Background: an optimization exercise with open tools, aiming at a short achievable clock period and few clock cycles. Do not read the settings as production practice. Only simulation tests tie the RTL to the original design; equivalence was not proved. Power is estimated from default activity; no workload was simulated.

File: flow/run.sh
#!/bin/bash
# synth_recipe.tcl (not shown) runs the flow's synth.tcl, then flattens the netlist and writes it again
# the make line also repeats each setting of config.mk as NAME=value (left out here)
make -C /OpenROAD-flow-scripts/flow DESIGN_CONFIG=/design/flow/config.mk WORK_HOME=/design/flow/orfs CLKGATE_MAP_FILE= SYNTH_SCRIPT=/design/flow/synth_recipe.tcl finish
File: flow/config.mk
export PLATFORM = sky130hd
export DESIGN_NAME = RiscV_pipeline
export DESIGN_NICKNAME = RiscV_pipeline
export VERILOG_FILES = /design/flow/design.v
export SDC_FILE = /design/flow/constraint.sdc
export NUM_CORES = 4
export LEC_CHECK = 0
export CAP_MARGIN = 20
export CORE_MARGIN = 2
export CORE_UTILIZATION = 50
export PLACE_DENSITY = 0.65
export SETUP_SLACK_MARGIN = 5
export SLEW_MARGIN = 20
File: flow/constraint.sdc
create_clock -name core_clock -period 8.5 [get_ports {clk}]
set_input_delay 1.7000 -clock core_clock [delete_from_list [all_inputs] [get_ports {clk}]]
set_output_delay 1.7000 -clock core_clock [all_outputs]
set_load 0.01 [all_outputs]
File: flow/design.v
module RiscV_pipeline (
    input  wire        clk,
    input  wire        rst_n,
    output wire [31:0] imem_addr,
    input  wire [31:0] imem_rdata,
    output wire [31:0] dmem_addr,
    output wire        dmem_we,
    output wire [3:0]  dmem_wstrb,
    output wire [31:0] dmem_wdata,
    input  wire [31:0] dmem_rdata
);
    parameter BTB_BITS = 5;      
    parameter TAG_BITS = 8;      
    parameter TGT_HI   = 15;     
    parameter RAS_BITS = 3;      
    parameter GH_BITS  = 4;      
    parameter PH_PC    = 2;      
    localparam NBTB = 1 << BTB_BITS;
    localparam NRAS = 1 << RAS_BITS;
    localparam TW   = TGT_HI - 1;           
    localparam PW   = GH_BITS + PH_PC;      
    integer i;
    reg  [31:0] pc_f;
    reg         v_d;
    reg  [31:0] ir_d, pc_d, ptgt_d;
    reg         pt_d, hit_d;
    reg  [1:0]  ctr_d;
    reg  [PW-1:0] pidx_d;
    reg         v_e;
    reg  [31:0] a_e, b_e, s_e, pc_e, pc4_e, pcb_e, pcj_e, pcu_e, luiv_e, ptgt_e, jd0_e, jd1_e;
    reg  [2:0]  sa_e, sb_e, ss_e;           
    reg  [4:0]  rd_e;
    reg         we_e, ld_e, lw_e, st_e, br_e, jal_e, jalr_e, oth_e, pt_e;
    reg  [2:0]  f3_e;
    reg  [2:0]  bsel_e;                     
    reg         binv_e;
    reg  [10:0] rsel_e;                     
    reg         hit_e, ret_e, call_e, brl_e, sub_e, sra_e;
    reg         call_m, ras_m, sfb_e, sfb_m, lal_m, sub_m, sra_m;
    reg  [10:0] rsel_m;
    reg  [1:0]  ctr_e;
    reg  [PW-1:0] pidx_e;
    reg  [31:0] res_m, addr_m, wdata_m;
    reg  [3:0]  wstrb_m;
    reg         st_m, ld_m, we_m;
    reg  [4:0]  rd_m;
    reg  [2:0]  f3_m;
    reg  [1:0]  ofs_m;
    reg         brl_m, cu_m, xt_m, hit_m, ret_m, unc_m, oth_m, pt_m, tok_m;
    reg  [31:0] al_m, bl_m, pc_m, tgt_m, pc4_m, jtgt_m;
    reg         cb_m, cj_m, cjr_m, co_m, jok_m;
    reg  [TW-1:0] btgt_m;
    reg  [1:0]  ctr_m;
    reg  [PW-1:0] pidx_m;
    reg  [2:0]  bsel_m;
    reg         binv_m;
    reg  [31:0] res_w;
    reg         we_w;
    reg  [4:0]  rd_w;
    reg         bu_v, bu_inv, bu_alloc, bu_taken, bu_unc, bu_ret;
    reg  [31:0] bu_pc;
    reg  [TW-1:0] bu_tgt;
    reg  [1:0]  bu_ctr;
    wire        stall;
    wire [31:0] pnext;      
    wire [31:0] npc;        
    wire        mis_e;
    wire        mis_m;      
    wire        mis_w;      
    wire        kill_x;     
    wire        nul;        
    wire [31:0] ldata;      
    wire [31:0] mval;       
    wire [31:0] alu2;       
    reg                 btb_v   [0:NBTB-1];
    reg  [TAG_BITS-1:0] btb_tag [0:NBTB-1];
    reg  [TW-1:0]       btb_tgt [0:NBTB-1];
    reg  [1:0]          btb_ctr [0:NBTB-1];
    reg                 btb_ret [0:NBTB-1];
    reg  [TW-1:0]       ras     [0:NRAS-1];
    reg  [RAS_BITS-1:0] ras_sp;
    wire [BTB_BITS-1:0] bidx_f = pc_f[BTB_BITS+1:2];
    wire [TAG_BITS-1:0] btag_f = pc_f[BTB_BITS+TAG_BITS+1:BTB_BITS+2];
    wire                hit_f  = btb_v[bidx_f] && (btb_tag[bidx_f] == btag_f);
    wire [1:0]          ctr_f  = btb_ctr[bidx_f];
    reg  [1:0]          pht [0:(1<<PW)-1];
    reg  [GH_BITS-1:0]  ghr;
    wire [PW-1:0]       pidx_f = {pc_f[PH_PC+1:2], ghr};
    wire                pt_f   = hit_f && (ctr_f[1] | pht[pidx_f][1]);
    wire [TW-1:0]       plo_f  = btb_ret[bidx_f] ? ras[ras_sp] : btb_tgt[bidx_f];
    wire [31:0]         ptgt_f = {pc_f[31:TGT_HI+1], plo_f, 2'b00};
    wire [31:0]         pc4_f  = pc_f + 32'd4;
    assign pnext     = stall ? pc_f : pt_f ? ptgt_f : pc4_f;
    assign imem_addr = pc_f;
    always @(posedge clk or negedge rst_n) begin
        if (!rst_n)
            pc_f <= 32'd0;
        else
            pc_f <= npc;
    end
    always @(posedge clk or negedge rst_n) begin
        if (!rst_n)
            v_d <= 1'b0;
        else if (kill_x)
            v_d <= 1'b0;
        else if (!stall)
            v_d <= 1'b1;
    end
    always @(posedge clk) begin
        if (!stall) begin
            ir_d   <= imem_rdata;
            pc_d   <= pc_f;
            pt_d   <= pt_f;
            ptgt_d <= ptgt_f;
            hit_d  <= hit_f;
            ctr_d  <= ctr_f;
            pidx_d <= pidx_f;
        end
    end
    wire [BTB_BITS-1:0] bidx_u = bu_pc[BTB_BITS+1:2];
    always @(posedge clk or negedge rst_n) begin
        if (!rst_n) begin
            for (i = 0; i < NBTB; i = i + 1)
                btb_v[i] <= 1'b0;
        end else if (bu_v) begin
            if (bu_inv)
                btb_v[bidx_u] <= 1'b0;
            else if (bu_alloc)
                btb_v[bidx_u] <= 1'b1;
        end
    end
    always @(posedge clk) begin
        if (bu_v && !bu_inv) begin
            if (bu_alloc) begin
                btb_tag[bidx_u] <= bu_pc[BTB_BITS+TAG_BITS+1:BTB_BITS+2];
                btb_ret[bidx_u] <= bu_ret;
                btb_tgt[bidx_u] <= bu_tgt;
                btb_ctr[bidx_u] <= bu_unc ? 2'b11 : 2'b00;
            end else begin
                if (bu_taken)
                    btb_tgt[bidx_u] <= bu_tgt;
                btb_ctr[bidx_u] <= bu_unc ? 2'b11 : 2'b00;
            end
        end
    end
    wire [6:0] op_d  = ir_d[6:0];
    wire [4:0] rd_d  = ir_d[11:7];
    wire [2:0] f3_d  = ir_d[14:12];
    wire [4:0] rs1_d = ir_d[19:15];
    wire [4:0] rs2_d = ir_d[24:20];
    wire       f7_d  = ir_d[30];
    wire i_lui   = (op_d == 7'b0110111);
    wire i_auipc = (op_d == 7'b0010111);
    wire i_jal   = (op_d == 7'b1101111);
    wire i_jalr  = (op_d == 7'b1100111);
    wire i_br    = (op_d == 7'b1100011);
    wire i_ld    = (op_d == 7'b0000011);
    wire i_st    = (op_d == 7'b0100011);
    wire i_opi   = (op_d == 7'b0010011);
    wire i_op    = (op_d == 7'b0110011);
    wire i_alu   = i_opi | i_op;
    wire [31:0] imm_i = {{20{ir_d[31]}}, ir_d[31:20]};
    wire [31:0] imm_s = {{20{ir_d[31]}}, ir_d[31:25], ir_d[11:7]};
    wire [31:0] imm_b = {{19{ir_d[31]}}, ir_d[31], ir_d[7], ir_d[30:25], ir_d[11:8], 1'b0};
    wire [31:0] imm_u = {ir_d[31:12], 12'h000};
    wire [31:0] imm_j = {{11{ir_d[31]}}, ir_d[31], ir_d[19:12], ir_d[20], ir_d[30:21], 1'b0};
    wire [31:0] pcb_d = pc_d + imm_b;
    wire [31:0] pcj_d = pc_d + imm_j;
    wire [31:0] pcu_d = pc_d + imm_u;
    wire [31:0] jd0_d = ptgt_d - imm_i;
    wire [31:0] jd1_d = ptgt_d - imm_i + 32'd1;
    wire [31:0] pc4_d  = pc_d + 32'd4;
    wire        use_imm = ~(i_op | i_br);
    wire [31:0] imm_d   = i_st ? imm_s : imm_i;
    wire        wr_d    = (rd_d != 5'd0) & (i_lui | i_auipc | i_jal | i_jalr | i_ld | i_alu);
    wire        u1_d    = ~(i_lui | i_auipc | i_jal);
    wire        u2_d    = i_op | i_br | i_st;
    reg  [31:0] rf [1:31];
    wire [31:0] rf1 = (rs1_d == 5'd0) ? 32'd0 : (we_w && rd_w == rs1_d) ? res_w : rf[rs1_d];
    wire [31:0] rf2 = (rs2_d == 5'd0) ? 32'd0 : (we_w && rd_w == rs2_d) ? res_w : rf[rs2_d];
    always @(posedge clk or negedge rst_n) begin
        if (!rst_n) begin
            for (i = 1; i < 32; i = i + 1)
                rf[i] <= 32'd0;
        end else if (we_w)
            rf[rd_w] <= res_w;
    end
    wire m1 = v_e & we_e & ~nul & (rd_e == rs1_d);
    wire m2 = v_e & we_e & ~nul & (rd_e == rs2_d);
    wire w1 = we_m & (rd_m == rs1_d);
    wire w2 = we_m & (rd_m == rs2_d);
    wire [31:0] op1_d = w1 ? mval : rf1;
    wire [31:0] op2_d = w2 ? mval : rf2;
    wire        lx_e  = ld_e | brl_e;
    wire [2:0]  sel1  = m1 ? (lx_e ? 3'b100 : 3'b010) : 3'b001;
    wire [2:0]  sel2  = m2 ? (lx_e ? 3'b100 : 3'b010) : 3'b001;
    wire hz1 = m1 & lx_e & u1_d & ~(i_br | i_alu);
    wire hz2 = m2 & u2_d & ((lx_e & ~(i_br | i_alu) & ~i_st) | (brl_e & i_st));
    wire brl_d = (i_br | i_alu) & lx_e & ((m1 & u1_d) | (m2 & u2_d));
    wire stall_c = v_d & (hz1 | hz2);
    wire [6:0] op_n  = imem_rdata[6:0];
    wire [4:0] rs1_n = imem_rdata[19:15];
    wire [4:0] rs2_n = imem_rdata[24:20];
    wire n_lui = (op_n == 7'b0110111), n_auipc = (op_n == 7'b0010111), n_jal = (op_n == 7'b1101111);
    wire n_br  = (op_n == 7'b1100011), n_st = (op_n == 7'b0100011), n_op = (op_n == 7'b0110011);
    wire n_alu = n_op | (op_n == 7'b0010011);
    wire u1_n  = ~(n_lui | n_auipc | n_jal);
    wire u2_n  = n_op | n_br | n_st;
    wire hzn   = wr_d & (((i_ld | brl_d) & (((rs1_n == rd_d) & u1_n & ~(n_br | n_alu)) |
                                             ((rs2_n == rd_d) & u2_n & ~(n_br | n_alu) & ~n_st))) |
                         (brl_d & (rs2_n == rd_d) & n_st));
    reg  stall_q;
    always @(posedge clk or negedge rst_n) begin
        if (!rst_n)
            stall_q <= 1'b0;
        else
            stall_q <= v_d & ~stall_q & ~kill_x & hzn;
    end
    assign stall = stall_q;
    wire        is_sub = i_op & f7_d;
    wire [10:0] rsel_d;
    assign rsel_d[0]  = (i_alu & f3_d == 3'd0) | i_ld | i_st;
    assign rsel_d[1]  = i_auipc;
    assign rsel_d[2]  = i_alu & f3_d == 3'd1;
    assign rsel_d[3]  = i_alu & f3_d == 3'd2;
    assign rsel_d[4]  = i_alu & f3_d == 3'd3;
    assign rsel_d[5]  = i_alu & f3_d == 3'd4;
    assign rsel_d[6]  = i_alu & f3_d == 3'd5;
    assign rsel_d[7]  = i_lui;
    assign rsel_d[8]  = i_alu & f3_d == 3'd6;
    assign rsel_d[9]  = i_alu & f3_d == 3'd7;
    assign rsel_d[10] = i_jal | i_jalr;
    wire go_e = v_d & ~stall & ~kill_x;
    always @(posedge clk or negedge rst_n) begin
        if (!rst_n)
            v_e <= 1'b0;
        else
            v_e <= go_e;
    end
    always @(posedge clk) begin
        a_e    <= op1_d;
        b_e    <= use_imm ? imm_d : op2_d;
        s_e    <= op2_d;
        sa_e   <= sel1;
        sb_e   <= use_imm ? 3'b001 : sel2;
        ss_e   <= sel2;
        pc_e   <= pc_d;
        pc4_e  <= pc4_d;
        pcb_e  <= pcb_d;
        pcj_e  <= pcj_d;
        pcu_e  <= pcu_d;
        luiv_e <= imm_u;
        ptgt_e <= ptgt_d;
        jd0_e  <= jd0_d;
        jd1_e  <= jd1_d;
        rd_e   <= rd_d;
        we_e   <= wr_d;
        ld_e   <= i_ld;
        lw_e   <= i_ld & (f3_d == 3'b010);
        st_e   <= i_st;
        br_e   <= i_br;
        jal_e  <= i_jal;
        jalr_e <= i_jalr;
        oth_e  <= ~(i_br | i_jal | i_jalr);
        f3_e   <= f3_d;
        bsel_e <= {f3_d[2] & f3_d[1], f3_d[2] & ~f3_d[1], ~f3_d[2]};
        binv_e <= f3_d[0];
        rsel_e <= rsel_d;
        pt_e   <= pt_d;
        hit_e  <= hit_d;
        ctr_e  <= ctr_d;
        pidx_e <= pidx_d;
        ret_e  <= i_jalr & (rd_d == 5'd0) & (rs1_d == 5'd1);
        call_e <= (i_jal | i_jalr) & (rd_d == 5'd1);
        sfb_e  <= i_br & ~pt_d & (imm_b == 32'd8);
        brl_e  <= brl_d;
        sub_e  <= is_sub & (f3_d == 3'd0);
        sra_e  <= f7_d;
    end
    wire call_d = (i_jal | i_jalr) & (rd_d == 5'd1);
    wire ret_d  = i_jalr & (rd_d == 5'd0) & (rs1_d == 5'd1);
    wire [RAS_BITS-1:0] sp_up = ras_sp + 1'b1;
    always @(posedge clk or negedge rst_n) begin
        if (!rst_n) begin
            for (i = 0; i < NRAS; i = i + 1)
                ras[i] <= {TW{1'b0}};
        end else if (v_d & ~stall & call_d)
            ras[sp_up] <= pc4_d[TGT_HI:2];
    end
    reg  [RAS_BITS-1:0] ras_cp;
    wire [RAS_BITS-1:0] cp_n = ~ras_m ? ras_cp : call_m ? ras_cp + 1'b1 : ret_m ? ras_cp - 1'b1 : ras_cp;
    always @(posedge clk or negedge rst_n) begin
        if (!rst_n) begin
            ras_sp <= {RAS_BITS{1'b0}};
            ras_cp <= {RAS_BITS{1'b0}};
        end else begin
            ras_cp <= mis_w ? ras_cp : cp_n;
            if (mis_w)
                ras_sp <= ras_cp;
            else if (mis_m)
                ras_sp <= cp_n;
            else if (go_e) begin
                if (call_d)
                    ras_sp <= sp_up;
                else if (ret_d)
                    ras_sp <= ras_sp - 1'b1;
            end
        end
    end
    wire [31:0] A  = ({32{sa_e[0]}} & a_e) | ({32{sa_e[1]}} & res_m);
    wire [31:0] B  = ({32{sb_e[0]}} & b_e) | ({32{sb_e[1]}} & res_m);
    wire [31:0] S  = ({32{ss_e[0]}} & s_e) | ({32{ss_e[1]}} & res_m) | ({32{ss_e[2]}} & ldata);
    wire [31:0] Aj = A;
    wire [31:0] Al = A | ({32{sa_e[2]}} & mval);
    wire [31:0] Bl = B | ({32{sb_e[2]}} & mval);
    wire [31:0] sum   = A + (B ^ {32{sub_e}}) + {31'd0, sub_e};
    wire        ltu   = (A < B);
    wire        lt    = ltu ^ A[31] ^ B[31];
    wire        eq    = (A == B);
    wire [31:0] jsum  = Aj + b_e;
    wire [31:0] r_sll = A << B[4:0];
    wire [63:0] r_sx  = {{32{sra_e & A[31]}}, A} >> B[4:0];
    wire [31:0] r_sr  = r_sx[31:0];
    wire [31:0] tgt_e = jal_e ? pcj_e : pcb_e;
    wire [31:0] res_e = ({32{rsel_e[0]}}  & sum) |
                        ({32{rsel_e[1]}}  & pcu_e) |
                        ({32{rsel_e[7]}}  & luiv_e) |
                        ({32{rsel_e[2]}}  & r_sll) |
                        ({32{rsel_e[3]}}  & {31'd0, lt}) |
                        ({32{rsel_e[4]}}  & {31'd0, ltu}) |
                        ({32{rsel_e[5]}}  & (A ^ B)) |
                        ({32{rsel_e[6]}}  & r_sr) |
                        ({32{rsel_e[8]}}  & (A | B)) |
                        ({32{rsel_e[9]}}  & (A & B)) |
                        ({32{rsel_e[10]}} & pc4_e);
    wire        taken = ((bsel_e[0] & eq) | (bsel_e[1] & lt) | (bsel_e[2] & ltu)) ^ binv_e;
    wire        jok   = (Aj == jd0_e) | (Aj == jd1_e);
    wire        tok   = (tgt_e == ptgt_e);
    wire [31:0] jtgt  = {jsum[31:1], 1'b0};
    wire        eq_l  = (al_m == bl_m);
    wire        ltu_l = (al_m < bl_m);
    wire        lt_l  = ltu_l ^ al_m[31] ^ bl_m[31];
    wire        tk_l  = ((bsel_m[0] & eq_l) | (bsel_m[1] & lt_l) | (bsel_m[2] & ltu_l)) ^ binv_m;
    wire        tk_m  = brl_m ? tk_l : xt_m;
    assign nul   = cb_m & ~brl_m & sfb_m & xt_m & v_e & oth_e & ~pt_e;
    wire   mis_m0 = (cb_m & ~brl_m & ~nul & (xt_m ? ~(pt_m & tok_m) : pt_m)) |
                   (cjr_m & ~(pt_m & jok_m)) |
                   (cj_m & ~(pt_m & tok_m)) |
                   (co_m & pt_m);
    assign mis_m  = mis_m0 & ~mis_w;
    assign kill_x = mis_m | mis_w;
    reg         lb_w, tk_w, pt_w, tok_w, misw_q;
    reg  [31:0] tgt_w, pc4_w;
    always @(posedge clk or negedge rst_n) begin
        if (!rst_n) begin
            lb_w   <= 1'b0;
            misw_q <= 1'b0;
        end else begin
            lb_w   <= cb_m & brl_m & ~mis_w;
            misw_q <= cb_m & brl_m & ~mis_w & (tk_l ? ~(pt_m & tok_m) : pt_m);
        end
    end
    always @(posedge clk) begin
        tk_w  <= tk_l;
        pt_w  <= pt_m;
        tok_w <= tok_m;
        tgt_w <= tgt_m;
        pc4_w <= pc4_m;
    end
    assign mis_w = misw_q;
    assign npc = mis_w ? (tk_w ? tgt_w : pc4_w) :
                 mis_m ? (cjr_m ? jtgt_m : (cj_m | (cb_m & xt_m)) ? tgt_m : pc4_m) : pnext;
    assign mis_e = 1'b0;
    wire [3:0]  wstrb_e = (f3_e[1:0] == 2'b00) ? (4'b0001 << sum[1:0]) :
                          (f3_e[1:0] == 2'b01) ? (sum[1] ? 4'b1100 : 4'b0011) : 4'b1111;
    wire [31:0] wdata_e = (f3_e[1:0] == 2'b00) ? {4{S[7:0]}} :
                          (f3_e[1:0] == 2'b01) ? {2{S[15:0]}} : S;
    always @(posedge clk or negedge rst_n) begin
        if (!rst_n) begin
            st_m <= 1'b0;
            ld_m <= 1'b0;
            we_m <= 1'b0;
            bu_v <= 1'b0;
            brl_m <= 1'b0;
            lal_m <= 1'b0;
            cu_m <= 1'b0;
            cb_m  <= 1'b0;
            ras_m <= 1'b0;
            cj_m  <= 1'b0;
            cjr_m <= 1'b0;
            co_m  <= 1'b0;
        end else begin
            st_m <= v_e & st_e & ~kill_x & ~nul;
            ld_m <= v_e & ld_e & ~kill_x & ~nul;
            we_m <= v_e & we_e & ~kill_x & ~nul;
            brl_m <= v_e & brl_e & ~kill_x & ~nul;
            lal_m <= v_e & brl_e & ~br_e & ~kill_x & ~nul;
            cu_m <= v_e & (~oth_e | hit_e) & ~kill_x & ~nul;
            cb_m  <= v_e & br_e & ~kill_x & ~nul;
            ras_m <= v_e & (call_e | ret_e) & ~kill_x & ~nul;
            cj_m  <= v_e & jal_e & ~kill_x & ~nul;
            cjr_m <= v_e & jalr_e & ~kill_x & ~nul;
            co_m  <= v_e & oth_e & ~kill_x & ~nul;
            bu_v <= cu_m & ~mis_w;
        end
    end
    always @(posedge clk) begin
        res_m    <= res_e;
        addr_m   <= sum;
        ofs_m    <= sum[1:0];
        wdata_m  <= wdata_e;
        wstrb_m  <= wstrb_e;
        rd_m     <= rd_e;
        f3_m     <= f3_e;
        al_m     <= Al;
        rsel_m   <= rsel_e;
        sub_m    <= sub_e;
        sra_m    <= sra_e;
        bl_m     <= Bl;
        bsel_m   <= bsel_e;
        binv_m   <= binv_e;
        pt_m     <= pt_e;
        tok_m    <= tok;
        pc_m     <= pc_e;
        tgt_m    <= tgt_e;
        pc4_m    <= pc4_e;
        btgt_m   <= jalr_e ? jtgt[TGT_HI:2] : tgt_e[TGT_HI:2];
        xt_m     <= jal_e | jalr_e | (br_e & taken);
        jok_m    <= jok;
        jtgt_m   <= jtgt;
        hit_m    <= hit_e;
        oth_m    <= oth_e;
        unc_m    <= jal_e | jalr_e;
        ret_m    <= ret_e;
        call_m   <= call_e;
        sfb_m    <= sfb_e;
        ctr_m    <= ctr_e;
        pidx_m   <= pidx_e;
        bu_pc    <= pc_m;
        bu_tgt   <= btgt_m;
        bu_inv   <= hit_m & oth_m;
        bu_taken <= tk_m;
        bu_alloc <= ~hit_m & tk_m & ~sfb_m;
        bu_unc   <= unc_m;
        bu_ret   <= ret_m;
        bu_ctr   <= ctr_m;
    end
    reg           pu_v, pu_tk;
    reg  [PW-1:0] pu_idx;
    always @(posedge clk or negedge rst_n) begin
        if (!rst_n)
            pu_v <= 1'b0;
        else
            pu_v <= cb_m & ~mis_w;
    end
    always @(posedge clk) begin
        pu_tk  <= tk_m;
        pu_idx <= pidx_m;
    end
    always @(posedge clk or negedge rst_n) begin
        if (!rst_n) begin
            for (i = 0; i < (1 << PW); i = i + 1)
                pht[i] <= 2'b10;
            ghr <= {GH_BITS{1'b0}};
        end else if (pu_v) begin
            pht[pu_idx] <= pu_tk ? ((pht[pu_idx] == 2'b11) ? 2'b11 : pht[pu_idx] + 2'b01)
                                 : ((pht[pu_idx] == 2'b00) ? 2'b00 : pht[pu_idx] - 2'b01);
            ghr <= {ghr[GH_BITS-2:0], pu_tk};
        end
    end
    assign dmem_addr  = addr_m;
    assign dmem_we    = st_m & ~mis_w;
    assign dmem_wstrb = wstrb_m;
    assign dmem_wdata = wdata_m;
    wire [31:0] sh = dmem_rdata >> {ofs_m, 3'b000};
    assign ldata = (f3_m[1:0] == 2'b00) ? {{24{sh[7]  & ~f3_m[2]}}, sh[7:0]} :
                   (f3_m[1:0] == 2'b01) ? {{16{sh[15] & ~f3_m[2]}}, sh[15:0]} :
                                          dmem_rdata;
    assign mval = ld_m ? ldata : lal_m ? alu2 : res_m;
    wire [31:0] sum2  = al_m + (bl_m ^ {32{sub_m}}) + {31'd0, sub_m};
    wire        ltu2  = (al_m < bl_m);
    wire        lt2   = ltu2 ^ al_m[31] ^ bl_m[31];
    wire [31:0] sll2  = al_m << bl_m[4:0];
    wire [63:0] sx2   = {{32{sra_m & al_m[31]}}, al_m} >> bl_m[4:0];
    assign alu2 = ({32{rsel_m[0]}} & sum2) |
                  ({32{rsel_m[2]}} & sll2) |
                  ({32{rsel_m[3]}} & {31'd0, lt2}) |
                  ({32{rsel_m[4]}} & {31'd0, ltu2}) |
                  ({32{rsel_m[5]}} & (al_m ^ bl_m)) |
                  ({32{rsel_m[6]}} & sx2[31:0]) |
                  ({32{rsel_m[8]}} & (al_m | bl_m)) |
                  ({32{rsel_m[9]}} & (al_m & bl_m));
    always @(posedge clk or negedge rst_n) begin
        if (!rst_n)
            we_w <= 1'b0;
        else
            we_w <= we_m & ~mis_w;
    end
    always @(posedge clk) begin
        res_w <= mval;
        rd_w  <= rd_m;
    end
endmodule
==> flow_summary.ini, run 1 <==
[worst_hold_path]
hold_start = pc_m[11]
min_to = bu_pc[11]
hold_path_depth = 0
hold_class = reg -> reg

[synth]
synth_area_leader_cell = dfrtp_1
synthTopCellsByArea = dfrtp_1 22%, edfxtp_1 18%, dfxtp_1 12%, mux2_2 8.9%, mux4_2 4.3%
synth_most_common_cell = dfrtp_1
synth-edff-count = 852
syn_nets = 13000
yosysSeqAreaShare_pct = 52.3
synth_area_mm2 = 0.145
netlist.area_leader.share_pct = 21.8
synthCells = 12600
synthFlopType = dfrtp_1
synth-seq-cells = 3017
ys.warnings.count = 5
syn_avg_cell_area_um2 = 11.5
synthTopCellsByCount = 1260 x dfrtp_1, 1142 x mux2_2, 918 x nand2_1, 852 x edfxtp_1, 841 x dfxtp_1
netlist-cell-type-count = 98
ys_async_sr_fraction_pct = 43.9

[floorplan]
rows = 197
die_w_um = 542
coreArea_mm2 = 0.288
start_util_pct = 50.3
die_area_mm2 = 0.294
die_y_um = 542
ios = 167

[setup_path]
reg2reg_depth = 13
required_ns = 9.37
crit_arrival_ns = 4.76
cp_max_fo = 9
r2r_start = pc_f[2]
startpoint_type = flip-flop
r2r-end = pc_f[3]
rrSetupSlack_ns = 4.61
cp-end-kind = flip-flop
critical_path_class = reg -> reg

[layout]
syn_to_final_growth_pct = 21.0
drive_above_1_share_pct = 30.1
nNetsFinal = 13500
num-fill-cells = 22600
final_cell_area_mm2 = 0.175

[sta]
period_share_pct = 45.7
worst_slew_pin_slew_ns = 1.29
fin_skew_ns = 0.0812
finalWorstSetupSlack_ns = 4.61
drv_slew = 0
hold_viol = 0
finalSetupViolations = 0
period_needed_ns = 3.89
clock.fmax_mhz = 257
relSlewSlack_pct = 13.8
rsz0062_at_grt = true
whs_ns = 0.326
fin_tns_setup_ns = 0

[placed_design]
place_hpwl_mm = 402
routabilityCongestion = 1.03
port_buffers = 166
dpl-instance-area_mm2 = 0.151
pre_cts_ws_ns = 3.02

[clock_network]
cts_buffer_depth = 4
cts_tree = done
htreeDepth = 5
clkSinkCount = 3017
root_buffer = clkbuf_16
cts_hold_buf = 0
worstSkewPairLatency_ns = 0.96
path_clk_slew_ns = 0.06
cts_made_buffers = 326

[route]
post_drt_wl_per_cell_um = 37.9
drt_wl_total_mm = 651
vias = 122000
remaining_drc_errors = 0
drt_pass1_iterations = 17
vias_per_cell = 7.11
ant_nets = 0
drt_iter0_drc = 21200

[run_status]
status = finished clean

[global_routing]
grt_pass1_vias = 116000
gr-usage-all-layers_pct = 42.4
antenna_found_initial = 45
grt_max_degree = 175
gr-total-overflow = 0
grt_pass1_wl_mm = 890

[pwr]
ir_worst_vdd_v = 0.000212
p_per_area_mw_per_mm2 = 248
power.static_leakage_nw = 72.6

[flow_run]
cap_violations = 0
[cells in the final DEF (no fill, tap or decap), types with 162 or more instances in the layout]
| master | count |
|---|---|
| dfrtp_1 | 1222 |
| mux2_2 | 1136 |
| nand2_1 | 872 |
| edfxtp_1 | 852 |
| dfxtp_1 | 729 |
| a22oi_1 | 687 |
| buf_4 | 645 |
| nor2_1 | 553 |
| o21ai_0 | 549 |
| a21oi_1 | 489 |
| clkbuf_16 | 349 |
| ha_1 | 322 |
| mux4_2 | 276 |
| xnor2_1 | 253 |
| inv_1 | 248 |
| nand4_1 | 212 |
| a221oi_1 | 209 |
| a22o_1 | 194 |
| nand3_1 | 194 |
| mux2i_1 | 173 |
| nor3_1 | 162 |
[worst max-delay path by stage]
stage | from | endpoint | slack, ns | depth (start not counted)
finish | pc_f[2] | pc_f[3] | 4.61 | 13
global route | ir_d[26] | jd1_e[31] | 4.57 | 14
CTS | sb_e[1] | res_m[16] | 4.74 | 16
detailed placement | pc_f[2] | pc_f[17] | 3.02 | 11
global placement | pc_f[2] | pc_f[17] | 2.97 | 11
floorplan | ir_d[31] | jd1_e[30] | 4.57 | 14
[worst max-delay path, stage by stage, from the launching register on]
cell	delay, ns
dfrtp_4	0.53
buf_12	0.15
buf_12	0.14
buf_12	0.13
clkbuf_16	0.17
mux4_2	0.45
mux4_2	0.64
mux2i_4	0.22
buf_12	0.18
nor2_1	0.06
a31oi_1	0.56
mux2i_4	0.14
a31o_1	0.26
a21oi_2	0.13
[per-stage QoR]
stage               cells  utilization (%)  power [mW]
global route        17100             60.8        44.3
finish              17200             60.8        43.4
detailed placement  15900             52.6        26.0
floorplan           12600                -        22.5
CTS                 16900             58.9        42.0
global placement    15900             52.6        25.9
[where the power goes]
part	leakage [nW]	total (mW)	switching [mW]	internal, mW
Clock	5.37	14.9	6.26	8.62
Sequential	33.1	17.7	1.33	16.4
Combinational	34.1	10.8	6.38	4.39
[per-layer routing]
layer / global-route usage (%) / vias up / wire, um
met4: 27.4 / 50 / 53600
met3: 16.1 / 2985 / 92900
met2: 59.4 / 10000 / 265000
met5: 0.625 / - / 763
li1: - / 48500 / -
met1: 54.8 / 60500 / 238000
[cell families after synthesis]
kind of cell / share of synthesized area [%]
adder cells (fa/ha/maj): 3.43
multiplexers: 14.4
AO/OA/AOI/OAI: 15.1
AND/OR/NAND/NOR: 8.72
flip-flops: 52.3
XOR/XNOR: 2.76
buffers and inverters: 3.24
[repair_timing]
action	4_1_cts	5_1_grt
cloned	33	23
pin swaps	218	344
gates resized for setup	947	612
setup buffers	297	242
setup endpoints to repair	612	515
[final cells by class]
cell class | instances | area (um2) | share of cell area (%)
Sequential cell | 3017 | 75900 | 43.4
Timing Repair Buffer | 1107 | 11600 | 6.65
Inverter | 299 | 1230 | 0.702
Clock buffer | 458 | 9330 | 5.33
Tap cell | 3781 | 4730 | 2.70
Multi-Input combinational cell | 8340 | 70400 | 40.2
Timing Repair inverter | 1 | 7.51 | 0.00429
Antenna cell | 26 | 65.1 | 0.0372
Clock inverter | 136 | 1730 | 0.987
[sequential cells by signal, summed over array words and instances (netlist names), 112 cells and up]
register / count
btb_tag: 256
btb_tgt: 448
pht: 128
ras: 112
rf: 992
Testbench counts, summed over its fixed seeds: cycles 90,445.
==> inputs of run 2 (changes only) <==
--- a/flow/design.v
+++ b/flow/design.v
@@ -28,5 +28,6 @@
     reg  [PW-1:0] pidx_d;
     reg         v_e;
-    reg  [31:0] a_e, b_e, s_e, pc_e, pc4_e, pcb_e, pcj_e, pcu_e, luiv_e, ptgt_e, jd0_e, jd1_e;
+    reg  [31:0] a_e, b_e, s_e, pc_e, pc4_e, pcb_e, pcj_e, pcu_e, luiv_e, ptgt_e, jd0_e;
+    reg         jodd_e;
     reg  [2:0]  sa_e, sb_e, ss_e;           
     reg  [4:0]  rd_e;
@@ -82,5 +83,12 @@
     wire [BTB_BITS-1:0] bidx_f = pc_f[BTB_BITS+1:2];
     wire [TAG_BITS-1:0] btag_f = pc_f[BTB_BITS+TAG_BITS+1:BTB_BITS+2];
-    wire                hit_f  = btb_v[bidx_f] && (btb_tag[bidx_f] == btag_f);
+    wire [NBTB-1:0]     bm_f;
+    genvar g;
+    generate
+        for (g = 0; g < NBTB; g = g + 1) begin : g_bm
+            assign bm_f[g] = btb_v[g] & (btb_tag[g] == btag_f);
+        end
+    endgenerate
+    wire                hit_f  = bm_f[bidx_f];
     wire [1:0]          ctr_f  = btb_ctr[bidx_f];
     reg  [1:0]          pht [0:(1<<PW)-1];
@@ -92,10 +100,14 @@
     wire [31:0]         pc4_f  = pc_f + 32'd4;
     assign pnext     = stall ? pc_f : pt_f ? ptgt_f : pc4_f;
-    assign imem_addr = pc_f;
+    reg  [31:0] pcq_n;
+    assign imem_addr = ~pcq_n;
     always @(posedge clk or negedge rst_n) begin
-        if (!rst_n)
-            pc_f <= 32'd0;
-        else
-            pc_f <= npc;
+        if (!rst_n) begin
+            pc_f  <= 32'd0;
+            pcq_n <= 32'hffffffff;
+        end else begin
+            pc_f  <= npc;
+            pcq_n <= ~npc;
+        end
     end
     always @(posedge clk or negedge rst_n) begin
@@ -169,5 +181,4 @@
     wire [31:0] pcu_d = pc_d + imm_u;
     wire [31:0] jd0_d = ptgt_d - imm_i;
-    wire [31:0] jd1_d = ptgt_d - imm_i + 32'd1;
     wire [31:0] pc4_d  = pc_d + 32'd4;
     wire        use_imm = ~(i_op | i_br);
@@ -253,5 +264,5 @@
         ptgt_e <= ptgt_d;
         jd0_e  <= jd0_d;
-        jd1_e  <= jd1_d;
+        jodd_e <= ir_d[20];
         rd_e   <= rd_d;
         we_e   <= wr_d;
@@ -335,5 +346,5 @@
                         ({32{rsel_e[10]}} & pc4_e);
     wire        taken = ((bsel_e[0] & eq) | (bsel_e[1] & lt) | (bsel_e[2] & ltu)) ^ binv_e;
-    wire        jok   = (Aj == jd0_e) | (Aj == jd1_e);
+    wire        jok   = ~jodd_e & (Aj[31:1] == jd0_e[31:1]);
     wire        tok   = (tgt_e == ptgt_e);
     wire [31:0] jtgt  = {jsum[31:1], 1'b0};
==> run 2 against run 1 <==
Clock skew shrank 0.023 ns. Final cell count grew 0.84%. Critical path depth grew 1. First-iteration DRC count grew 6.6%. Fmax grew 0.60%. Flip-flop and latch count is the same. Die area grew 1.0%. Clock power is essentially flat. Still clean. Non-clock buffer count shrank 3. Largest cell class unchanged. Via count grew 1.2%. Area after synthesis grew 1.0%. Global-route usage grew 0.79 points.
==> flow_summary.ini, run 2 <==
[sta]
finalSetupViolations = 0
clock.fmax_mhz = 259
period_needed_ns = 3.86
drv_slew = 0
hold_viol = 0
period_share_pct = 45.4
relSlewSlack_pct = 8.52
worst_slew_pin_slew_ns = 1.36
fin_skew_ns = 0.0578
fin_tns_setup_ns = 0
whs_ns = 0.321
rsz0062_at_grt = true

[synth]
synthTopCellsByArea = dfrtp_1 22%, edfxtp_1 18%, dfxtp_1 11%, mux2_2 9.6%, mux4_2 3.4%
synthTopCellsByCount = 1260 x dfrtp_1, 1241 x mux2_2, 852 x edfxtp_1, 809 x dfxtp_1, 806 x nand2_1
netlist-cell-type-count = 107
synth_most_common_cell = dfrtp_1
netlist.area_leader.share_pct = 21.6
synth-edff-count = 852
syn_nets = 13100
synth-seq-cells = 3017
synthFlopType = dfrtp_1
ys_async_sr_fraction_pct = 44.9
ys.warnings.count = 5
synth_area_leader_cell = dfrtp_1
syn_avg_cell_area_um2 = 11.6
yosysSeqAreaShare_pct = 51.9
synth_area_mm2 = 0.146
synthCells = 12600

[global_routing]
grt_pass1_vias = 118000
grt_pass1_wl_mm = 908
use_met2_pct = 62.0
grt_max_degree = 167
top_usage_layer = met2
gr-total-overflow = 0
antenna_found_initial = 49
gr-usage-all-layers_pct = 43.2
use_met3_pct = 14.9
use_met1_pct = 54.1

[route]
drt_pass1_iterations = 17
vias_per_cell = 7.13
drt_wl_total_mm = 665
drt_iter0_drc = 22600
vias = 123000
ant_nets = 0
post_drt_wl_per_cell_um = 38.4
remaining_drc_errors = 0

[floorplan]
die_area_mm2 = 0.297
ios = 167
start_util_pct = 50.2
coreArea_mm2 = 0.291
die_y_um = 545
die_w_um = 545
rows = 198

[setup_path]
required_ns = 9.32
cp-end-kind = flip-flop
critical_path_class = reg -> reg
startpoint_type = flip-flop
rrSetupSlack_ns = 4.64
crit_chain = buf_12 -> buf_16 -> clkinvlp_4 -> buf_4 -> and3_2 -> buf_4 -> a22o_1 -> a221oi_1 -> nand4_1 -> nor3_4 -> a211oi_1 -> a21oi_1 -> o21ai_0 -> a21o_1
cp_max_fo = 14
crit_path_max_incr_delay_ns = 0.40
cpMostUsedCell = buf_4
reg2reg_depth = 14
crit_arrival_ns = 4.68
slowest_stage = nor3_4

[clock_network]
htreeDepth = 5
worstSkewPairLatency_ns = 0.96
cts_buffer_depth = 4
clkSinkCount = 3017
cts_made_buffers = 324
cts_tree = done
root_buffer = clkbuf_16
path_clk_slew_ns = 0.06

[pwr]
pwr-share-seq_pct = 41.5
ir_worst_vdd_v = 0.000236
switching_share_pct = 33.1
p_int_mw = 29.1
p_sw_mw = 14.4
p_per_area_mw_per_mm2 = 247
power.static_leakage_nw = 72.8
p_comb_share_pct = 24.8
power_frac_clock_pct = 33.7

[layout]
fin_util_pct = 60.6
largest_register_ffs = 992
layout_commonest_cell = dfrtp_1
fin_cells = 17300
num-fill-cells = 23000
final_cell_mix = 1241 x dfrtp_1, 1235 x mux2_2, 852 x edfxtp_1, 763 x nand2_1, 707 x dfxtp_1
drive_above_1_share_pct = 30.3
syn_to_final_growth_pct = 20.6
reg_top3 = rf: 992 flops, btb_tgt: 448 flops, btb_tag: 256 flops
nNetsFinal = 13600
largest-register = rf

[run_status]
status = finished clean

[placed_design]
routabilityCongestion = 1.04
dp.cells = 16100
place_hpwl_mm = 405
port_buffers = 166

[flow_run]
cap_violations = 0

[worst_hold_path]
hold_class = reg -> reg
hold_path_depth = 0
run 2: cell count changes in the layout (fill, tap and decap cells not counted), sizes merged, moves of 35 or more:
cell | previous run | this run
o21ai | 655 | 541
mux2 | 1142 | 1241
mux4 | 276 | 218
a22oi | 709 | 591
xor2 | 147 | 230
a221oi | 236 | 275
inv | 289 | 334
a21oi | 564 | 529
nand2 | 918 | 806
nor2 | 661 | 580
xnor2 | 305 | 407
run 2: logic make-up (layout without fill, tap and decap cells):
logic type	after synthesis	after routing	synth area share, %
multiplexers	1651	1651	14.2
AND/OR/NAND/NOR	2550	2550	8.35
flip-flops	3017	3017	51.9
other	0	32	0
adder cells (fa/ha/maj)	390	401	3.37
buffers and inverters	1287	2051	3.53
XOR/XNOR	637	637	3.82
AO/OA/AOI/OAI	3064	3070	14.8
run 2: through the flow:
step	area [um2]	total power, mW	worst slack [ns]
finish	176000	43.6	4.64
global route	176000	44.6	4.69
CTS	171000	42.7	4.80
detailed placement	153000	26.9	3.41
global placement	153000	26.8	3.52
floorplan	146000	23.0	4.70
run 2: worst paths after layout:
| check | from | endpoint |
|---|---|---|
| worst max-delay path | ir_d[24] | b_e[28] |
| worst min-delay path | tgt_m[29] | tgt_w[29] |
| worst max register to register | ir_d[24] | b_e[28] |
| worst min register to register | tgt_m[29] | tgt_w[29] |
| max in group asynchronous | rst_n | rf[6][31] |
| min in group asynchronous | rst_n | rf[22][2] |
run 2: worst max-delay path: cells and delay by family, from the launching register on:
kind / cells / cell delay (ns)
compound gates: 6 / 1.39
buf+inv: 5 / 1.02
flops: 1 / 0.38
simple gates: 3 / 0.88
run 2: cell type report:
type	instances	area (um2)	share of cell area (%)
clock buffer	443	9130	5.18
antenna	32	80.1	0.0455
timing repair buffer	1104	11600	6.57
clock inverter	152	1760	0.998
multi-input combinational	8309	71200	40.4
sequential	3017	76100	43.2
inverter	351	1480	0.839
tap	3900	4880	2.77
timing repair inverter	1	7.51	0.00426
run 2: power by group through the flow:
stage,Clock [mW],Sequential (mW),Combinational [mW]
detailed placement,0,18.4,8.53
floorplan,0,17.5,5.52
CTS,14.7,18.0,9.96
global route,15.3,18.1,11.2
global placement,0,18.3,8.45
finish,14.7,18.1,10.8
run 2: what timing repair did:
| item | 4_1_cts | 5_1_grt |
|---|---|---|
| gates resized for setup | 1071 | 573 |
| hold buffers | 0 | 0 |
| gates cloned | 43 | 11 |
| buffers inserted | 306 | 202 |
| setup endpoints to repair | 692 | 546 |
| pin swaps | 224 | 291 |
run 2: layer usage:
metal,up-vias,wire length [um]
met5,-,443
met4,34,62100
met3,3087,89500
met2,10200,276000
met1,61500,237000
li1,48500,-
Testbench counts of run 2, summed over its fixed seeds: cycles 90,445.

[static timing again, ports no longer ideal]
The results above use ideal ports. As a check the final layouts listed here were re-extracted and re-timed, cells and wires unchanged.
Step 1 assumes that a clkbuf_16 drives the clock port and a buf_2 every other input.
Step 2 adds t to the input delays and takes it off the output delays; t is the mean of the earliest and latest rising clock arrival at the registers after step 1. Input paths then give back, and output paths get back, about the clock's delay inside the block.
a / b / c = ideal / step 1 / step 2; a / b = the first two.
run	t, ns	setup slack, ns	worst hold slack (ns)	slew at the worst register clock pin (ns)	pins driven straight from the clock port
run 1	1.026	4.614 / 4.614 / 3.988	0.326 / 0.326 / 0.326	0.07 / 0.07	1
run 2	1.038	4.637 / 4.637 / 3.923	0.321 / 0.321 / 0.321	0.07 / 0.07	1
After both steps every run listed still meets setup and hold. For run 2, which loses most, drivers alone change the setup slack by 0.000 ns; drivers and shift together by -0.714 ns.
